This is an optimization exercise on Yosys and OpenROAD, whose aim is small area, a short achievable clock period and few clock cycles per item, not a production implementation. No functional check of the RTL was part of any run shown here.

==> flow/design.v (outline; a module is shown in full before it is edited, if it fits) <==
// module sram22_64x32m4w8: 20 lines
// module dot_product: 1516 lines
module dot_product #(
  parameter ADDR_WIDTH = 5,
  parameter WIDTH = 32
) (
  input clk,
  input rst,
  input [ADDR_WIDTH:0] len,
  input [WIDTH-1:0] a_data,
  input a_valid,
  output reg a_ready,
  input [WIDTH-1:0] b_data,
  input b_valid,
  output reg b_ready,
  output [WIDTH-1:0] c_data,
  output reg c_valid,
  input c_ready
);
  // ...
==> flow/flow/run.sh <==
#!/bin/bash
# Own layout flow: the standard layout (standard synthesis, floorplan,
# placement, CTS, routing) run through standard.sh, with extra make settings
# read from flow/make_args.txt (one VAR=value per line). They set how hard
# timing repair works (a setup slack margin, so that repair keeps shortening
# the critical paths after the 10 ns clock is met) and which buffer cell
# buffers the ports. The design's clock and I/O constraints are unchanged.
# make's full output goes to flow_make.log here; each ORFS step also keeps
# its own log under orfs/logs/.
set -euo pipefail
cd "$(dirname "$0")/.."
args=()
while IFS= read -r line || [[ -n "$line" ]]; do
  [[ -z "$line" || "$line" == \#* ]] && continue
  args+=("$line")
done < flow/make_args.txt
bash standard.sh "${args[@]}" finish > flow_make.log 2>&1
==> flow/flow/make_args.txt <==
SETUP_SLACK_MARGIN=6.6
BUFFER_PORTS_ARGS=-buffer_cell sky130_fd_sc_hd__buf_2
==> flow/standard.sh <==
#!/bin/bash
# synth_recipe.tcl (not shown) runs the flow's synth.tcl, then flattens the netlist and writes it again
# the make line also repeats each setting of config.mk as NAME=value (left out here)
make -C /OpenROAD-flow-scripts/flow DESIGN_CONFIG=/design/flow/config.mk WORK_HOME=/design/flow/orfs CLKGATE_MAP_FILE= SYNTH_SCRIPT=/design/flow/synth_recipe.tcl "${@:-finish}"
==> flow/config.mk <==
export PLATFORM = sky130hd
export DESIGN_NAME = dot_product
export DESIGN_NICKNAME = dot_product
export VERILOG_FILES = /design/flow/design.v
export SDC_FILE = /design/flow/constraint.sdc
export NUM_CORES = 4
export LEC_CHECK = 0
export CAP_MARGIN = 20
export CORE_MARGIN = 2
export CORE_UTILIZATION = 40
export PLACE_DENSITY = 0.6
export SLEW_MARGIN = 20
==> flow/constraint.sdc <==
create_clock -name core_clock -period 10.0 [get_ports {clk}]
set_input_delay 2.0000 -clock core_clock [delete_from_list [all_inputs] [get_ports {clk}]]
set_output_delay 2.0000 -clock core_clock [all_outputs]
set_load 0.01 [all_outputs]
==> summary.txt, run 1 <==
- Clock latency on the worst-skew pair: 0.55 ns
- Final wirelength: 54.4 mm
- RD Place Congestion: ~0.88
- Req. time, crit path: 10.48 ns
- Syn_area_per_cell: 9.52 µm²
- Largest class: multi-input gates
- Finish-stage setup viols: 0
- WL/cell: 18.6 µm
- Status: timing/DRC/antenna clean
- Largest net degree at the start of global routing: 49
- Crit path kind: reg2reg
- Worst Path Buf+Inv: 1
- Synth Area in Adders: 0.131
- GRT Residual Overflow: 0
- Clock transition at the registers of the reported paths: 0.06 ns
- CTS tree: yes
- Compound-Gate Fraction of Synth Area: 0.151
- Critical Path Start: m_3_0
- Initial Utilization: 0.406
- FF+latch area: 5280 µm²
- Met3 Resource Use GR: 0.0209
- Drt pass-1 iters: 6
- Most instantiated cells after synthesis: xnor2_1, a22oi_1, dfxtp_1
- Final Skew: between 0.02 and 0.03 ns
- Hold path startpoint: m_last
- CLK BUF: 36
- Post-synthesis mux area share: 0.0181
- Fin util: 0.479
- Critical Path Sink Type: register
- Via density: 5.38
- Routed wl met2: 26.1 mm
- Busiest layer in global routing: met2
- H-Tree Level Count: 1
==> run 2: changes to the inputs <==
--- a/flow/design.v
+++ b/flow/design.v
@@ -36,37 +36,40 @@
   input c_ready
 );
 reg [WIDTH-1:0] a_r;
 reg a_full, b_full;
 reg [ADDR_WIDTH:0] len_r;
 reg [ADDR_WIDTH:0] n;
 reg m_v, m_first, m_last;
 reg [WIDTH-1:0] acc;
+reg rst_d;
 wire a_en = !a_full || b_full;
 wire b_en = !b_full || a_full;
 wire a_fire = a_valid && a_en;
 wire b_fire = b_valid && b_en;
 wire pair = a_full && b_full;
 wire last = n == len_r - 1'b1;
 wire a_full_nx = a_fire || (a_full && !pair);
 wire b_full_nx = b_fire || (b_full && !pair);
 assign c_data = acc;
-always @(posedge clk) if (a_en) a_r <= a_data;
+always @(posedge clk) if (a_en || rst) a_r <= (a_valid && !rst) ? a_data : {WIDTH{1'b0}};
 reg [15:0] b_one, b_two, b_neg;
 wire [32:0] bx = {b_data, 1'b0};
 wire [15:0] e_one, e_two, e_neg;
 genvar gi;
 generate for (gi = 0; gi < 16; gi = gi + 1) begin : benc
   assign e_one[gi] = bx[2*gi+1] ^ bx[2*gi];
   assign e_two[gi] = (bx[2*gi+2] & ~bx[2*gi+1] & ~bx[2*gi]) | (~bx[2*gi+2] & bx[2*gi+1] & bx[2*gi]);
   assign e_neg[gi] = bx[2*gi+2];
 end endgenerate
-always @(posedge clk) if (b_en) begin
-  b_one <= e_one; b_two <= e_two; b_neg <= e_neg;
+always @(posedge clk) if (b_en || rst) begin
+  b_one <= (b_valid && !rst) ? e_one : 16'd0;
+  b_two <= (b_valid && !rst) ? e_two : 16'd0;
+  b_neg <= e_neg;
 end
 wire pp0_0 = (b_one[0] & a_r[0]) ^ b_neg[0];
 wire pp0_1 = ((b_one[0] & a_r[1]) | (b_two[0] & a_r[0])) ^ b_neg[0];
 wire pp0_2 = ((b_one[0] & a_r[2]) | (b_two[0] & a_r[1])) ^ b_neg[0];
 wire pp0_3 = ((b_one[0] & a_r[3]) | (b_two[0] & a_r[2])) ^ b_neg[0];
 wire pp0_4 = ((b_one[0] & a_r[4]) | (b_two[0] & a_r[3])) ^ b_neg[0];
 wire pp0_5 = ((b_one[0] & a_r[5]) | (b_two[0] & a_r[4])) ^ b_neg[0];
 wire pp0_6 = ((b_one[0] & a_r[6]) | (b_two[0] & a_r[5])) ^ b_neg[0];
@@ -1065,41 +1068,17 @@
 assign xs559 = xs553 ^ xs554;
 wire xs560;
 assign xs560 = xs555 ^ xs556;
 wire xs561;
 assign xs561 = xs557 ^ xs558;
 wire xs562;
 assign xs562 = xs559 ^ xs560;
 wire xs563;
-assign xs563 = xo511 ^ xo517;
-wire xs564;
-assign xs564 = xo523 ^ xs561;
-wire xs565;
-assign xs565 = xs562 ^ xc510;
-wire xs566;
-assign xs566 = xc516 ^ xc522;
-wire xs567;
-assign xs567 = xs563 ^ xs564;
-wire xs568;
-assign xs568 = xs565 ^ xs566;
-wire xs569;
-assign xs569 = xo529 ^ xs567;
-wire xs570;
-assign xs570 = xs568 ^ xo535;
-wire xs571;
-assign xs571 = xc528 ^ xs569;
-wire xs572;
-assign xs572 = xs570 ^ xc534;
-wire xs573;
-assign xs573 = xs571 ^ xs572;
-wire xs574;
-assign xs574 = xo541 ^ xs573;
-wire xs575;
-assign xs575 = xc540 ^ xs574;
+assign xs563 = xs561 ^ xs562;
 reg m_0_0;
 reg m_0_1;
 reg m_1_0;
 reg m_2_0;
 reg m_2_1;
 reg m_2_2;
 reg m_3_0;
 reg m_3_1;
@@ -1182,16 +1161,28 @@
 reg m_29_1;
 reg m_29_2;
 reg m_30_0;
 reg m_30_1;
 reg m_30_2;
 reg m_31_0;
 reg m_31_1;
 reg m_31_2;
+reg m_31_3;
+reg m_31_4;
+reg m_31_5;
+reg m_31_6;
+reg m_31_7;
+reg m_31_8;
+reg m_31_9;
+reg m_31_10;
+reg m_31_11;
+reg m_31_12;
+reg m_31_13;
+reg m_31_14;
 always @(posedge clk) begin
   m_0_0 <= pp0_0;
   m_0_1 <= b_neg[0];
   m_1_0 <= pp0_1;
   m_2_0 <= pp0_2;
   m_2_1 <= pp1_0;
   m_2_2 <= b_neg[1];
   m_3_0 <= pp0_3;
@@ -1272,244 +1263,307 @@
   m_28_1 <= xc432;
   m_28_2 <= xs469;
   m_29_0 <= xc464;
   m_29_1 <= xc470;
   m_29_2 <= xs507;
   m_30_0 <= xc508;
   m_30_1 <= xs545;
   m_30_2 <= xs547;
-  m_31_0 <= xc546;
-  m_31_1 <= xs575;
-  m_31_2 <= xc548;
+  m_31_0 <= xs563;
+  m_31_1 <= xc510;
+  m_31_2 <= xo511;
+  m_31_3 <= xc516;
+  m_31_4 <= xo517;
+  m_31_5 <= xc522;
+  m_31_6 <= xo523;
+  m_31_7 <= xc528;
+  m_31_8 <= xo529;
+  m_31_9 <= xc534;
+  m_31_10 <= xo535;
+  m_31_11 <= xc540;
+  m_31_12 <= xo541;
+  m_31_13 <= xc546;
+  m_31_14 <= xc548;
 end
 wire [WIDTH-1:0] accg = acc;
+wire ys564;
+wire yc565;
+assign ys564 = m_0_0 ^ m_0_1;
+assign yc565 = m_0_0 & m_0_1;
+wire ys566;
+wire yc567;
+assign ys566 = m_1_0 ^ accg[1];
+assign yc567 = m_1_0 & accg[1];
+wire ys568;
+wire yc569;
+assign ys568 = m_2_0 ^ m_2_1 ^ m_2_2;
+assign yc569 = (m_2_0 & m_2_1) | (m_2_0 & m_2_2) | (m_2_1 & m_2_2);
+wire ys570;
+wire yc571;
+assign ys570 = accg[2] ^ yc567;
+assign yc571 = accg[2] & yc567;
+wire ys572;
+wire yc573;
+assign ys572 = m_3_0 ^ m_3_1 ^ accg[3];
+assign yc573 = (m_3_0 & m_3_1) | (m_3_0 & accg[3]) | (m_3_1 & accg[3]);
+wire ys574;
+wire yc575;
+assign ys574 = yc569 ^ yc571;
+assign yc575 = yc569 & yc571;
 wire ys576;
 wire yc577;
-assign ys576 = m_0_0 ^ m_0_1;
-assign yc577 = m_0_0 & m_0_1;
+assign ys576 = m_4_0 ^ m_4_1 ^ m_4_2;
+assign yc577 = (m_4_0 & m_4_1) | (m_4_0 & m_4_2) | (m_4_1 & m_4_2);
 wire ys578;
 wire yc579;
-assign ys578 = m_1_0 ^ accg[1];
-assign yc579 = m_1_0 & accg[1];
+assign ys578 = accg[4] ^ yc573 ^ ys576;
+assign yc579 = (accg[4] & yc573) | (accg[4] & ys576) | (yc573 & ys576);
 wire ys580;
 wire yc581;
-assign ys580 = m_2_0 ^ m_2_1 ^ m_2_2;
-assign yc581 = (m_2_0 & m_2_1) | (m_2_0 & m_2_2) | (m_2_1 & m_2_2);
+assign ys580 = m_5_0 ^ m_5_1 ^ m_5_2;
+assign yc581 = (m_5_0 & m_5_1) | (m_5_0 & m_5_2) | (m_5_1 & m_5_2);
 wire ys582;
 wire yc583;
-assign ys582 = accg[2] ^ yc579;
-assign yc583 = accg[2] & yc579;
+assign ys582 = accg[5] ^ yc577 ^ ys580;
+assign yc583 = (accg[5] & yc577) | (accg[5] & ys580) | (yc577 & ys580);
 wire ys584;
 wire yc585;
-assign ys584 = m_3_0 ^ m_3_1 ^ accg[3];
-assign yc585 = (m_3_0 & m_3_1) | (m_3_0 & accg[3]) | (m_3_1 & accg[3]);
+assign ys584 = m_6_0 ^ m_6_1 ^ m_6_2;
+assign yc585 = (m_6_0 & m_6_1) | (m_6_0 & m_6_2) | (m_6_1 & m_6_2);
 wire ys586;
 wire yc587;
-assign ys586 = yc581 ^ yc583;
-assign yc587 = yc581 & yc583;
-wire ys588, yc589, yo590, yp591, yp592, yt593;
-assign yp591 = m_4_0 ^ m_4_1;
-assign yp592 = m_4_2 ^ accg[4];
-assign yt593 = yp591 ^ yp592;
-assign ys588 = yt593 ^ yc585;
-assign yc589 = yt593 ? yc585 : accg[4];
-assign yo590 = yp591 ? m_4_2 : m_4_0;
-wire ys594, yc595, yo596, yp597, yp598, yt599;
-assign yp597 = m_5_0 ^ m_5_1;
-assign yp598 = m_5_2 ^ accg[5];
-assign yt599 = yp597 ^ yp598;
-assign ys594 = yt599 ^ yo590;
-assign yc595 = yt599 ? yo590 : accg[5];
-assign yo596 = yp597 ? m_5_2 : m_5_0;
-wire ys600, yc601, yo602, yp603, yp604, yt605;
-assign yp603 = m_6_0 ^ m_6_1;
-assign yp604 = m_6_2 ^ accg[6];
-assign yt605 = yp603 ^ yp604;
-assign ys600 = yt605 ^ yo596;
-assign yc601 = yt605 ? yo596 : accg[6];
-assign yo602 = yp603 ? m_6_2 : m_6_0;
-wire ys606, yc607, yo608, yp609, yp610, yt611;
-assign yp609 = m_7_0 ^ m_7_1;
-assign yp610 = m_7_2 ^ accg[7];
-assign yt611 = yp609 ^ yp610;
-assign ys606 = yt611 ^ yo602;
-assign yc607 = yt611 ? yo602 : accg[7];
-assign yo608 = yp609 ? m_7_2 : m_7_0;
-wire ys612, yc613, yo614, yp615, yp616, yt617;
-assign yp615 = m_8_0 ^ m_8_1;
-assign yp616 = m_8_2 ^ accg[8];
-assign yt617 = yp615 ^ yp616;
-assign ys612 = yt617 ^ yo608;
-assign yc613 = yt617 ? yo608 : accg[8];
-assign yo614 = yp615 ? m_8_2 : m_8_0;
-wire ys618, yc619, yo620, yp621, yp622, yt623;
-assign yp621 = m_9_0 ^ m_9_1;
-assign yp622 = m_9_2 ^ accg[9];
-assign yt623 = yp621 ^ yp622;
-assign ys618 = yt623 ^ yo614;
-assign yc619 = yt623 ? yo614 : accg[9];
-assign yo620 = yp621 ? m_9_2 : m_9_0;
-wire ys624, yc625, yo626, yp627, yp628, yt629;
-assign yp627 = m_10_0 ^ m_10_1;
-assign yp628 = m_10_2 ^ accg[10];
-assign yt629 = yp627 ^ yp628;
-assign ys624 = yt629 ^ yo620;
-assign yc625 = yt629 ? yo620 : accg[10];
-assign yo626 = yp627 ? m_10_2 : m_10_0;
-wire ys630, yc631, yo632, yp633, yp634, yt635;
-assign yp633 = m_11_0 ^ m_11_1;
-assign yp634 = m_11_2 ^ accg[11];
-assign yt635 = yp633 ^ yp634;
-assign ys630 = yt635 ^ yo626;
-assign yc631 = yt635 ? yo626 : accg[11];
-assign yo632 = yp633 ? m_11_2 : m_11_0;
-wire ys636, yc637, yo638, yp639, yp640, yt641;
-assign yp639 = m_12_0 ^ m_12_1;
-assign yp640 = m_12_2 ^ accg[12];
-assign yt641 = yp639 ^ yp640;
-assign ys636 = yt641 ^ yo632;
-assign yc637 = yt641 ? yo632 : accg[12];
-assign yo638 = yp639 ? m_12_2 : m_12_0;
-wire ys642, yc643, yo644, yp645, yp646, yt647;
-assign yp645 = m_13_0 ^ m_13_1;
-assign yp646 = m_13_2 ^ accg[13];
-assign yt647 = yp645 ^ yp646;
-assign ys642 = yt647 ^ yo638;
-assign yc643 = yt647 ? yo638 : accg[13];
-assign yo644 = yp645 ? m_13_2 : m_13_0;
-wire ys648, yc649, yo650, yp651, yp652, yt653;
-assign yp651 = m_14_0 ^ m_14_1;
-assign yp652 = m_14_2 ^ accg[14];
-assign yt653 = yp651 ^ yp652;
-assign ys648 = yt653 ^ yo644;
-assign yc649 = yt653 ? yo644 : accg[14];
-assign yo650 = yp651 ? m_14_2 : m_14_0;
-wire ys654, yc655, yo656, yp657, yp658, yt659;
-assign yp657 = m_15_0 ^ m_15_1;
-assign yp658 = m_15_2 ^ accg[15];
-assign yt659 = yp657 ^ yp658;
-assign ys654 = yt659 ^ yo650;
-assign yc655 = yt659 ? yo650 : accg[15];
-assign yo656 = yp657 ? m_15_2 : m_15_0;
-wire ys660, yc661, yo662, yp663, yp664, yt665;
-assign yp663 = m_16_0 ^ m_16_1;
-assign yp664 = m_16_2 ^ accg[16];
-assign yt665 = yp663 ^ yp664;
-assign ys660 = yt665 ^ yo656;
-assign yc661 = yt665 ? yo656 : accg[16];
-assign yo662 = yp663 ? m_16_2 : m_16_0;
-wire ys666, yc667, yo668, yp669, yp670, yt671;
-assign yp669 = m_17_0 ^ m_17_1;
-assign yp670 = m_17_2 ^ accg[17];
-assign yt671 = yp669 ^ yp670;
-assign ys666 = yt671 ^ yo662;
-assign yc667 = yt671 ? yo662 : accg[17];
-assign yo668 = yp669 ? m_17_2 : m_17_0;
-wire ys672, yc673, yo674, yp675, yp676, yt677;
-assign yp675 = m_18_0 ^ m_18_1;
-assign yp676 = m_18_2 ^ accg[18];
-assign yt677 = yp675 ^ yp676;
-assign ys672 = yt677 ^ yo668;
-assign yc673 = yt677 ? yo668 : accg[18];
-assign yo674 = yp675 ? m_18_2 : m_18_0;
-wire ys678, yc679, yo680, yp681, yp682, yt683;
-assign yp681 = m_19_0 ^ m_19_1;
-assign yp682 = m_19_2 ^ accg[19];
-assign yt683 = yp681 ^ yp682;
-assign ys678 = yt683 ^ yo674;
-assign yc679 = yt683 ? yo674 : accg[19];
-assign yo680 = yp681 ? m_19_2 : m_19_0;
-wire ys684, yc685, yo686, yp687, yp688, yt689;
-assign yp687 = m_20_0 ^ m_20_1;
-assign yp688 = m_20_2 ^ accg[20];
-assign yt689 = yp687 ^ yp688;
-assign ys684 = yt689 ^ yo680;
-assign yc685 = yt689 ? yo680 : accg[20];
-assign yo686 = yp687 ? m_20_2 : m_20_0;
-wire ys690, yc691, yo692, yp693, yp694, yt695;
-assign yp693 = m_21_0 ^ m_21_1;
-assign yp694 = m_21_2 ^ accg[21];
-assign yt695 = yp693 ^ yp694;
-assign ys690 = yt695 ^ yo686;
-assign yc691 = yt695 ? yo686 : accg[21];
-assign yo692 = yp693 ? m_21_2 : m_21_0;
-wire ys696, yc697, yo698, yp699, yp700, yt701;
-assign yp699 = m_22_0 ^ m_22_1;
-assign yp700 = m_22_2 ^ accg[22];
-assign yt701 = yp699 ^ yp700;
-assign ys696 = yt701 ^ yo692;
-assign yc697 = yt701 ? yo692 : accg[22];
-assign yo698 = yp699 ? m_22_2 : m_22_0;
-wire ys702, yc703, yo704, yp705, yp706, yt707;
-assign yp705 = m_23_0 ^ m_23_1;
-assign yp706 = m_23_2 ^ accg[23];
-assign yt707 = yp705 ^ yp706;
-assign ys702 = yt707 ^ yo698;
-assign yc703 = yt707 ? yo698 : accg[23];
-assign yo704 = yp705 ? m_23_2 : m_23_0;
-wire ys708, yc709, yo710, yp711, yp712, yt713;
-assign yp711 = m_24_0 ^ m_24_1;
-assign yp712 = m_24_2 ^ accg[24];
-assign yt713 = yp711 ^ yp712;
-assign ys708 = yt713 ^ yo704;
-assign yc709 = yt713 ? yo704 : accg[24];
-assign yo710 = yp711 ? m_24_2 : m_24_0;
-wire ys714, yc715, yo716, yp717, yp718, yt719;
-assign yp717 = m_25_0 ^ m_25_1;
-assign yp718 = m_25_2 ^ accg[25];
-assign yt719 = yp717 ^ yp718;
-assign ys714 = yt719 ^ yo710;
-assign yc715 = yt719 ? yo710 : accg[25];
-assign yo716 = yp717 ? m_25_2 : m_25_0;
-wire ys720, yc721, yo722, yp723, yp724, yt725;
-assign yp723 = m_26_0 ^ m_26_1;
-assign yp724 = m_26_2 ^ accg[26];
-assign yt725 = yp723 ^ yp724;
-assign ys720 = yt725 ^ yo716;
-assign yc721 = yt725 ? yo716 : accg[26];
-assign yo722 = yp723 ? m_26_2 : m_26_0;
-wire ys726, yc727, yo728, yp729, yp730, yt731;
-assign yp729 = m_27_0 ^ m_27_1;
-assign yp730 = m_27_2 ^ accg[27];
-assign yt731 = yp729 ^ yp730;
-assign ys726 = yt731 ^ yo722;
-assign yc727 = yt731 ? yo722 : accg[27];
-assign yo728 = yp729 ? m_27_2 : m_27_0;
-wire ys732, yc733, yo734, yp735, yp736, yt737;
-assign yp735 = m_28_0 ^ m_28_1;
-assign yp736 = m_28_2 ^ accg[28];
-assign yt737 = yp735 ^ yp736;
-assign ys732 = yt737 ^ yo728;
-assign yc733 = yt737 ? yo728 : accg[28];
-assign yo734 = yp735 ? m_28_2 : m_28_0;
-wire ys738, yc739, yo740, yp741, yp742, yt743;
-assign yp741 = m_29_0 ^ m_29_1;
-assign yp742 = m_29_2 ^ accg[29];
-assign yt743 = yp741 ^ yp742;
-assign ys738 = yt743 ^ yo734;
-assign yc739 = yt743 ? yo734 : accg[29];
-assign yo740 = yp741 ? m_29_2 : m_29_0;
-wire ys744, yc745, yo746, yp747, yp748, yt749;
-assign yp747 = m_30_0 ^ m_30_1;
-assign yp748 = m_30_2 ^ accg[30];
-assign yt749 = yp747 ^ yp748;
-assign ys744 = yt749 ^ yo740;
-assign yc745 = yt749 ? yo740 : accg[30];
-assign yo746 = yp747 ? m_30_2 : m_30_0;
-wire ys750;
-assign ys750 = m_31_0 ^ m_31_1;
-wire ys751;
-assign ys751 = m_31_2 ^ accg[31];
-wire ys752;
-assign ys752 = ys750 ^ ys751;
-wire ys753;
-assign ys753 = ys752 ^ yo746;
-wire [WIDTH-1:0] sx = {ys753, ys744, ys738, ys732, ys726, ys720, ys714, ys708, ys702, ys696, ys690, ys684, ys678, ys672, ys666, ys660, ys654, ys648, ys642, ys636, ys630, ys624, ys618, ys612, ys606, ys600, yc589, ys588, ys584, ys580, yc577, accg[0]};
-wire [WIDTH-1:0] sy = {yc745, yc739, yc733, yc727, yc721, yc715, yc709, yc703, yc697, yc691, yc685, yc679, yc673, yc667, yc661, yc655, yc649, yc643, yc637, yc631, yc625, yc619, yc613, yc607, yc601, yc595, ys594, yc587, ys586, ys582, ys578, ys576};
+assign ys586 = accg[6] ^ yc581 ^ ys584;
+assign yc587 = (accg[6] & yc581) | (accg[6] & ys584) | (yc581 & ys584);
+wire ys588;
+wire yc589;
+assign ys588 = m_7_0 ^ m_7_1 ^ m_7_2;
+assign yc589 = (m_7_0 & m_7_1) | (m_7_0 & m_7_2) | (m_7_1 & m_7_2);
+wire ys590;
+wire yc591;
+assign ys590 = accg[7] ^ yc585 ^ ys588;
+assign yc591 = (accg[7] & yc585) | (accg[7] & ys588) | (yc585 & ys588);
+wire ys592;
+wire yc593;
+assign ys592 = m_8_0 ^ m_8_1 ^ m_8_2;
+assign yc593 = (m_8_0 & m_8_1) | (m_8_0 & m_8_2) | (m_8_1 & m_8_2);
+wire ys594;
+wire yc595;
+assign ys594 = accg[8] ^ yc589 ^ ys592;
+assign yc595 = (accg[8] & yc589) | (accg[8] & ys592) | (yc589 & ys592);
+wire ys596;
+wire yc597;
+assign ys596 = m_9_0 ^ m_9_1 ^ m_9_2;
+assign yc597 = (m_9_0 & m_9_1) | (m_9_0 & m_9_2) | (m_9_1 & m_9_2);
+wire ys598;
+wire yc599;
+assign ys598 = accg[9] ^ yc593 ^ ys596;
+assign yc599 = (accg[9] & yc593) | (accg[9] & ys596) | (yc593 & ys596);
+wire ys600;
+wire yc601;
+assign ys600 = m_10_0 ^ m_10_1 ^ m_10_2;
+assign yc601 = (m_10_0 & m_10_1) | (m_10_0 & m_10_2) | (m_10_1 & m_10_2);
+wire ys602;
+wire yc603;
+assign ys602 = accg[10] ^ yc597 ^ ys600;
+assign yc603 = (accg[10] & yc597) | (accg[10] & ys600) | (yc597 & ys600);
+wire ys604;
+wire yc605;
+assign ys604 = m_11_0 ^ m_11_1 ^ m_11_2;
+assign yc605 = (m_11_0 & m_11_1) | (m_11_0 & m_11_2) | (m_11_1 & m_11_2);
+wire ys606;
+wire yc607;
+assign ys606 = accg[11] ^ yc601 ^ ys604;
+assign yc607 = (accg[11] & yc601) | (accg[11] & ys604) | (yc601 & ys604);
+wire ys608;
+wire yc609;
+assign ys608 = m_12_0 ^ m_12_1 ^ m_12_2;
+assign yc609 = (m_12_0 & m_12_1) | (m_12_0 & m_12_2) | (m_12_1 & m_12_2);
+wire ys610;
+wire yc611;
+assign ys610 = accg[12] ^ yc605 ^ ys608;
+assign yc611 = (accg[12] & yc605) | (accg[12] & ys608) | (yc605 & ys608);
+wire ys612;
+wire yc613;
+assign ys612 = m_13_0 ^ m_13_1 ^ m_13_2;
+assign yc613 = (m_13_0 & m_13_1) | (m_13_0 & m_13_2) | (m_13_1 & m_13_2);
+wire ys614;
+wire yc615;
+assign ys614 = accg[13] ^ yc609 ^ ys612;
+assign yc615 = (accg[13] & yc609) | (accg[13] & ys612) | (yc609 & ys612);
+wire ys616;
+wire yc617;
+assign ys616 = m_14_0 ^ m_14_1 ^ m_14_2;
+assign yc617 = (m_14_0 & m_14_1) | (m_14_0 & m_14_2) | (m_14_1 & m_14_2);
+wire ys618;
+wire yc619;
+assign ys618 = accg[14] ^ yc613 ^ ys616;
+assign yc619 = (accg[14] & yc613) | (accg[14] & ys616) | (yc613 & ys616);
+wire ys620;
+wire yc621;
+assign ys620 = m_15_0 ^ m_15_1 ^ m_15_2;
+assign yc621 = (m_15_0 & m_15_1) | (m_15_0 & m_15_2) | (m_15_1 & m_15_2);
+wire ys622;
+wire yc623;
+assign ys622 = accg[15] ^ yc617 ^ ys620;
+assign yc623 = (accg[15] & yc617) | (accg[15] & ys620) | (yc617 & ys620);
+wire ys624;
+wire yc625;
+assign ys624 = m_16_0 ^ m_16_1 ^ m_16_2;
+assign yc625 = (m_16_0 & m_16_1) | (m_16_0 & m_16_2) | (m_16_1 & m_16_2);
+wire ys626;
+wire yc627;
+assign ys626 = accg[16] ^ yc621 ^ ys624;
+assign yc627 = (accg[16] & yc621) | (accg[16] & ys624) | (yc621 & ys624);
+wire ys628;
+wire yc629;
+assign ys628 = m_17_0 ^ m_17_1 ^ m_17_2;
+assign yc629 = (m_17_0 & m_17_1) | (m_17_0 & m_17_2) | (m_17_1 & m_17_2);
+wire ys630;
+wire yc631;
+assign ys630 = accg[17] ^ yc625 ^ ys628;
+assign yc631 = (accg[17] & yc625) | (accg[17] & ys628) | (yc625 & ys628);
+wire ys632;
+wire yc633;
+assign ys632 = m_18_0 ^ m_18_1 ^ m_18_2;
+assign yc633 = (m_18_0 & m_18_1) | (m_18_0 & m_18_2) | (m_18_1 & m_18_2);
+wire ys634;
+wire yc635;
+assign ys634 = accg[18] ^ yc629 ^ ys632;
+assign yc635 = (accg[18] & yc629) | (accg[18] & ys632) | (yc629 & ys632);
+wire ys636;
+wire yc637;
+assign ys636 = m_19_0 ^ m_19_1 ^ m_19_2;
+assign yc637 = (m_19_0 & m_19_1) | (m_19_0 & m_19_2) | (m_19_1 & m_19_2);
+wire ys638;
+wire yc639;
+assign ys638 = accg[19] ^ yc633 ^ ys636;
+assign yc639 = (accg[19] & yc633) | (accg[19] & ys636) | (yc633 & ys636);
+wire ys640;
+wire yc641;
+assign ys640 = m_20_0 ^ m_20_1 ^ m_20_2;
+assign yc641 = (m_20_0 & m_20_1) | (m_20_0 & m_20_2) | (m_20_1 & m_20_2);
+wire ys642;
+wire yc643;
+assign ys642 = accg[20] ^ yc637 ^ ys640;
+assign yc643 = (accg[20] & yc637) | (accg[20] & ys640) | (yc637 & ys640);
+wire ys644;
+wire yc645;
+assign ys644 = m_21_0 ^ m_21_1 ^ m_21_2;
+assign yc645 = (m_21_0 & m_21_1) | (m_21_0 & m_21_2) | (m_21_1 & m_21_2);
+wire ys646;
+wire yc647;
+assign ys646 = accg[21] ^ yc641 ^ ys644;
+assign yc647 = (accg[21] & yc641) | (accg[21] & ys644) | (yc641 & ys644);
+wire ys648;
+wire yc649;
+assign ys648 = m_22_0 ^ m_22_1 ^ m_22_2;
+assign yc649 = (m_22_0 & m_22_1) | (m_22_0 & m_22_2) | (m_22_1 & m_22_2);
+wire ys650;
+wire yc651;
+assign ys650 = accg[22] ^ yc645 ^ ys648;
+assign yc651 = (accg[22] & yc645) | (accg[22] & ys648) | (yc645 & ys648);
+wire ys652;
+wire yc653;
+assign ys652 = m_23_0 ^ m_23_1 ^ m_23_2;
+assign yc653 = (m_23_0 & m_23_1) | (m_23_0 & m_23_2) | (m_23_1 & m_23_2);
+wire ys654;
+wire yc655;
+assign ys654 = accg[23] ^ yc649 ^ ys652;
+assign yc655 = (accg[23] & yc649) | (accg[23] & ys652) | (yc649 & ys652);
+wire ys656;
+wire yc657;
+assign ys656 = m_24_0 ^ m_24_1 ^ m_24_2;
+assign yc657 = (m_24_0 & m_24_1) | (m_24_0 & m_24_2) | (m_24_1 & m_24_2);
+wire ys658;
+wire yc659;
+assign ys658 = accg[24] ^ yc653 ^ ys656;
+assign yc659 = (accg[24] & yc653) | (accg[24] & ys656) | (yc653 & ys656);
+wire ys660;
+wire yc661;
+assign ys660 = m_25_0 ^ m_25_1 ^ m_25_2;
+assign yc661 = (m_25_0 & m_25_1) | (m_25_0 & m_25_2) | (m_25_1 & m_25_2);
+wire ys662;
+wire yc663;
+assign ys662 = accg[25] ^ yc657 ^ ys660;
+assign yc663 = (accg[25] & yc657) | (accg[25] & ys660) | (yc657 & ys660);
+wire ys664;
+wire yc665;
+assign ys664 = m_26_0 ^ m_26_1 ^ m_26_2;
+assign yc665 = (m_26_0 & m_26_1) | (m_26_0 & m_26_2) | (m_26_1 & m_26_2);
+wire ys666;
+wire yc667;
+assign ys666 = accg[26] ^ yc661 ^ ys664;
+assign yc667 = (accg[26] & yc661) | (accg[26] & ys664) | (yc661 & ys664);
+wire ys668;
+wire yc669;
+assign ys668 = m_27_0 ^ m_27_1 ^ m_27_2;
+assign yc669 = (m_27_0 & m_27_1) | (m_27_0 & m_27_2) | (m_27_1 & m_27_2);
+wire ys670;
+wire yc671;
+assign ys670 = accg[27] ^ yc665 ^ ys668;
+assign yc671 = (accg[27] & yc665) | (accg[27] & ys668) | (yc665 & ys668);
+wire ys672;
+wire yc673;
+assign ys672 = m_28_0 ^ m_28_1 ^ m_28_2;
+assign yc673 = (m_28_0 & m_28_1) | (m_28_0 & m_28_2) | (m_28_1 & m_28_2);
+wire ys674;
+wire yc675;
+assign ys674 = accg[28] ^ yc669 ^ ys672;
+assign yc675 = (accg[28] & yc669) | (accg[28] & ys672) | (yc669 & ys672);
+wire ys676;
+wire yc677;
+assign ys676 = m_29_0 ^ m_29_1 ^ m_29_2;
+assign yc677 = (m_29_0 & m_29_1) | (m_29_0 & m_29_2) | (m_29_1 & m_29_2);
+wire ys678;
+wire yc679;
+assign ys678 = accg[29] ^ yc673 ^ ys676;
+assign yc679 = (accg[29] & yc673) | (accg[29] & ys676) | (yc673 & ys676);
+wire ys680;
+wire yc681;
+assign ys680 = m_30_0 ^ m_30_1 ^ m_30_2;
+assign yc681 = (m_30_0 & m_30_1) | (m_30_0 & m_30_2) | (m_30_1 & m_30_2);
+wire ys682;
+wire yc683;
+assign ys682 = accg[30] ^ yc677 ^ ys680;
+assign yc683 = (accg[30] & yc677) | (accg[30] & ys680) | (yc677 & ys680);
+wire ys684;
+assign ys684 = m_31_0 ^ m_31_1;
+wire ys685;
+assign ys685 = m_31_2 ^ m_31_3;
+wire ys686;
+assign ys686 = m_31_4 ^ m_31_5;
+wire ys687;
+assign ys687 = m_31_6 ^ m_31_7;
+wire ys688;
+assign ys688 = m_31_8 ^ m_31_9;
+wire ys689;
+assign ys689 = m_31_10 ^ m_31_11;
+wire ys690;
+assign ys690 = m_31_12 ^ m_31_13;
+wire ys691;
+assign ys691 = m_31_14 ^ accg[31];
+wire ys692;
+assign ys692 = ys684 ^ ys685;
+wire ys693;
+assign ys693 = ys686 ^ ys687;
+wire ys694;
+assign ys694 = ys688 ^ ys689;
+wire ys695;
+assign ys695 = ys690 ^ ys691;
+wire ys696;
+assign ys696 = yc681 ^ ys692;
+wire ys697;
+assign ys697 = ys693 ^ ys694;
+wire ys698;
+assign ys698 = ys695 ^ ys696;
+wire ys699;
+assign ys699 = ys697 ^ ys698;
+wire [WIDTH-1:0] sx = {yc683, yc679, yc675, yc671, yc667, yc663, yc659, yc655, yc651, yc647, yc643, yc639, yc635, yc631, yc627, yc623, yc619, yc615, yc611, yc607, yc603, yc599, yc595, yc591, yc587, yc583, yc579, yc575, ys572, ys568, yc565, accg[0]};
+wire [WIDTH-1:0] sy = {ys699, ys682, ys678, ys674, ys670, ys666, ys662, ys658, ys654, ys650, ys646, ys642, ys638, ys634, ys630, ys626, ys622, ys618, ys614, ys610, ys606, ys602, ys598, ys594, ys590, ys586, ys582, ys578, ys574, ys570, ys566, ys564};
 wire [WIDTH-1:0] acc_nx = sx + sy;
 always @(posedge clk) begin
   len_r <= len;
   if (rst) begin
     a_full <= 1'b0;
     b_full <= 1'b0;
     a_ready <= 1'b1;
     b_ready <= 1'b1;
@@ -1525,12 +1579,13 @@
     b_ready <= !b_full_nx || a_full_nx;
     if (pair) n <= last ? 0 : n + 1'b1;
     m_v <= pair;
     m_first <= pair && n == 0;
     m_last <= pair && last;
     if (c_valid && c_ready) c_valid <= 1'b0;
     else if (m_v && m_last) c_valid <= 1'b1;
   end
-  if (rst || (c_valid && c_ready)) acc <= 0;
-  else if (m_v) acc <= acc_nx;
+  rst_d <= rst;
+  if (rst || rst_d || (c_valid && c_ready)) acc <= 0;
+  else acc <= acc_nx;
 end
 endmodule
==> flow/config.mk (replaced) <==
export PLATFORM = sky130hd
export DESIGN_NAME = dot_product
export DESIGN_NICKNAME = dot_product
export VERILOG_FILES = /design/flow/design.v
export SDC_FILE = /design/flow/constraint.sdc
export NUM_CORES = 4
export LEC_CHECK = 0
export CAP_MARGIN = 5
export CORE_MARGIN = 2
export CORE_UTILIZATION = 40
export PLACE_DENSITY = 0.6
export SLEW_MARGIN = 5
==> summary.txt, run 2 <==
- Status: timing/DRC/antenna clean
- Critical Path Sink Type: register
- First-pass GRT wire length: 85.8 mm
- Cell Chain, Critical Path: inv_2 > fa_1 > fa_1 > inv_2 > ha_4 > a21o_1 > a21o_1 > a21oi_2 > o21ai_1 > a221o_2 > a31o_4 > a21o_1 > a21oi_2 > mux2i_1
- Slew Viols, Final: 0
- Iter 0 DRT Violations: 1055
- WL/cell: 18.0 µm (-3.1%)
- Fillcell total: 4768
- Number of synthesized flops with an enable pin: 80
- Synth Area in Adders: 0.145 (+0.0139)
- Total track usage: 0.201
- Req. time, crit path: 10.50 ns (+0.02 ns)
- Compound-Gate Fraction of Synth Area: 0.145 (-0.00617)
- Final wirelength: 53.9 mm (-0.79%)
- Via density: 5.30 (-1.5%)
- Crit-path max cell delay: between 0.5 and 0.6 ns
- Largest net degree at the start of global routing: 49 (unchanged)
- Worst-Margin Slew: around 1.3 ns
- Yosys Warn Count: 1
- Largest family of logic cells by synthesized area: XOR/XNOR gates
- Final Skew: 0.0279 ns (+0.000120 ns)
- Sink Count: 236
- Post-detail-place hpwl: 38.0 mm
- Post-synth top area cell: xnor2_1
- Most frequent cells in the layout: xnor2_1, a22oi_1, inv_1, dfxtp_1, buf_2
- Syn_area_per_cell: 9.29 µm² (-2.4%)
- Cell Area, Synth: 20400 µm²
- Regs by FF count: a_r (32), acc (32)
- Setup WS pre-CTS: about 6 ns
- Clock latency on the worst-skew pair: 0.57 ns (+0.02 ns)
- RD Place Congestion: 0.855 (-2.6%)
- Crit path max fanout: 4
- Post-synthesis mux area share: 0.0171 (-0.000991)
- Sequential area share after synthesis: 0.271
- Netlist cell types: 55
- Die height: 230 µm
- Via count: between 15k and 20k
- Crit path kind: reg2reg
- Vias in the first global route: about 16k
- Fin crit period: between 3 and 4 ns
- CP arrival: between 4 and 5 ns
- Drt pass-1 iters: 5 (-1)
- Clock transition at the registers of the reported paths: 0.06 ns (about the same)
- Syn Nets: roughly 2.4k
- CTS Root Buffer Type: clkbuf_16
- RSZ-0062 raised after global routing: true
- Top-count cell post-synth: xnor2_1
- Synth Instances: 2192
- Synth top area share: 0.229
- Most instantiated cells after synthesis: xnor2_1, a22oi_1, inv_1
- Synth-to-layout area growth: 14.4%
- Ys async rst share: 0
- Slew margin rel.: 0.150
- Nets: about 2.5k
- XOR/XNOR Fraction of Synth Area: 0.278
- Worst setup margin: ~6.5 ns
- Diode count: 0
- Most common cell after layout, fill and taps aside: xnor2_1
- CTS tree: yes
- Max-cap viol count: 0
- Initial antenna violation count: 0
- Startpoint types: register
- Die area: ~53000 µm²
- Max Fclk: 285 MHz
- Layout Cells excl Fill: 2995
- H-Tree Level Count: 1 (unchanged)
- IO Pins: 110
- Setup TNS: 0 ns
- Most frequent CP cell: a21o_1
- Cells after DPL: 2859
- Core area: 50200 µm²
- Worst hold path type: reg2reg
- Clock buffer depth: 3
- Worst-path cell with the longest stage delay: fa_1
- Final Cycle Share: 0.351
- ANT nets after route: 0
- Initial Utilization: 0.406 (about the same)
- Final hold vios: 0
- Finish-stage setup viols: 0 (unchanged)
- Residual DRC count: 0
- Area contributors post-synth: xnor2_1, dfxtp_1, edfxtp_1, a22oi_1, fa_1
- Cell row count: 82
- Simple-gate share of the synthesized area: 0.0780
- DIE WIDTH: around 230 µm
- Layout cells sized above 1: 0.155
- GRT Residual Overflow: 0 (unchanged)
- Top FF cell, synth: dfxtp_1
- Synthesized flop and latch total: roughly 240
- Count of input and output buffers: about 110
- Number of buffers created by CTS: 28
run 2: cell count changes in the layout (fill, tap and decap cells not counted), moves of 15 or more:
cell     delta
xor2_1     -33
and2_1     +32
a21oi_1    +29
fa_1       +56
dfxtp_1    +21
xnor2_2    -24
buf_4      -45
or3b_2     +15
maj3_1     -48
inv_1     +150
maj3_2     -21
xnor2_1    -56
nor2_1     +19
run 2: path summary, 6_finish.rpt:
path / from / end / slack (ns) / depth (start not counted)
min: n[1] / n[1] / 0.52 / 2
max reg2reg: m_8_0 / acc[25] / 6.49 / 14
max: m_8_0 / acc[25] / 6.49 / 14
min reg2reg: n[1] / n[1] / 0.52 / 2
run 2: area by class of cell:
| type | count | area (µm²) | area share |
|---|---|---|---|
| Clock buffer | 38 | 810 | 0.0348 |
| Tap cell | 672 | 841 | 0.0361 |
| Multi-Input combinational cell | 1634 | 13800 | 0.592 |
| Timing Repair Buffer | 225 | 1550 | 0.0666 |
| Inverter | 176 | 663 | 0.0285 |
| Clock inverter | 14 | 106 | 0.00457 |
| Sequential cell | 236 | 5530 | 0.237 |
run 2: cell families (layout without fill, tap and decap cells):
family,count (synthesis),after routing
XOR/XNOR,641,641
AO/OA/AOI/OAI,429,429
AND/OR/NAND/NOR,322,322
buffers and inverters,322,453
flip-flops,236,236
adder cells (fa/ha/maj),209,209
multiplexers,33,33
run 2: timing repair:
item,4_1_cts,5_1_grt
pin swaps,23,30
endpoints found under the setup margin,28,31
gates resized for setup,24,55
buffers inserted,46,38
hold buffers,0,0
run 2: layer usage:
layer	up-vias	routed length (µm)	track usage
met1	7705	23300	0.260
li1	7583	-	-
met3	118	2760	0.0233
met2	463	26000	0.348
met5	-	0	0
met4	0	1810	0.0698
run 2: through the flow:
step           cell area, µm²  hold slack (ns)  utilization
3_5_place_dp            21300            0.510        0.425
3_3_place_gp            21300            0.502        0.425
4_1_cts                 22700            0.517        0.453
5_1_grt                 23300            0.551        0.464
6_report                23300            0.518        0.464
2_1_floorplan           20400            0.343            -
run 2: worst max-delay path, delay by kind of cell (launching register included):
| kind | cells | cell delay [ns] |
|---|---|---|
| AOI/OAI and AO/OA | 8 | 1.61 |
| adders and majority gates | 3 | 1.24 |
| DFF | 1 | 0.32 |
| muxes | 1 | 0.20 |
| buffers and inverters | 2 | 0.08 |

-- what the ideal ports hide --
How much do the figures lean on ideal ports? The routed layouts below were timed once more, with nothing changed but the port constraints.
Step 1 sets driving cells, clkbuf_16 on the clock port and buf_2 on the other inputs (assumed; they add their load-dependent delay and slew).
Step 2, shift: input delay + t, output delay - t, t = (earliest + latest rising clock arrival at the registers) / 2. This alone moves slack from input paths to output paths.
Slacks: ideal ports / drivers / drivers and shift; pairs: ideal ports / drivers.
| run | t, ns | setup WS [ns] | worst register clock-pin slew, ns |
|---|---|---|---|
| run 1 | 0.592 | 6.607 / 6.607 / 6.309 | 0.07 / 0.07 |
| run 2 | 0.615 | 6.487 / 6.487 / 6.176 | 0.06 / 0.06 |
After both steps setup and hold are still met in every run listed. For run 2, which loses most, drivers alone change the setup slack by 0.000 ns; drivers and shift together by -0.311 ns.
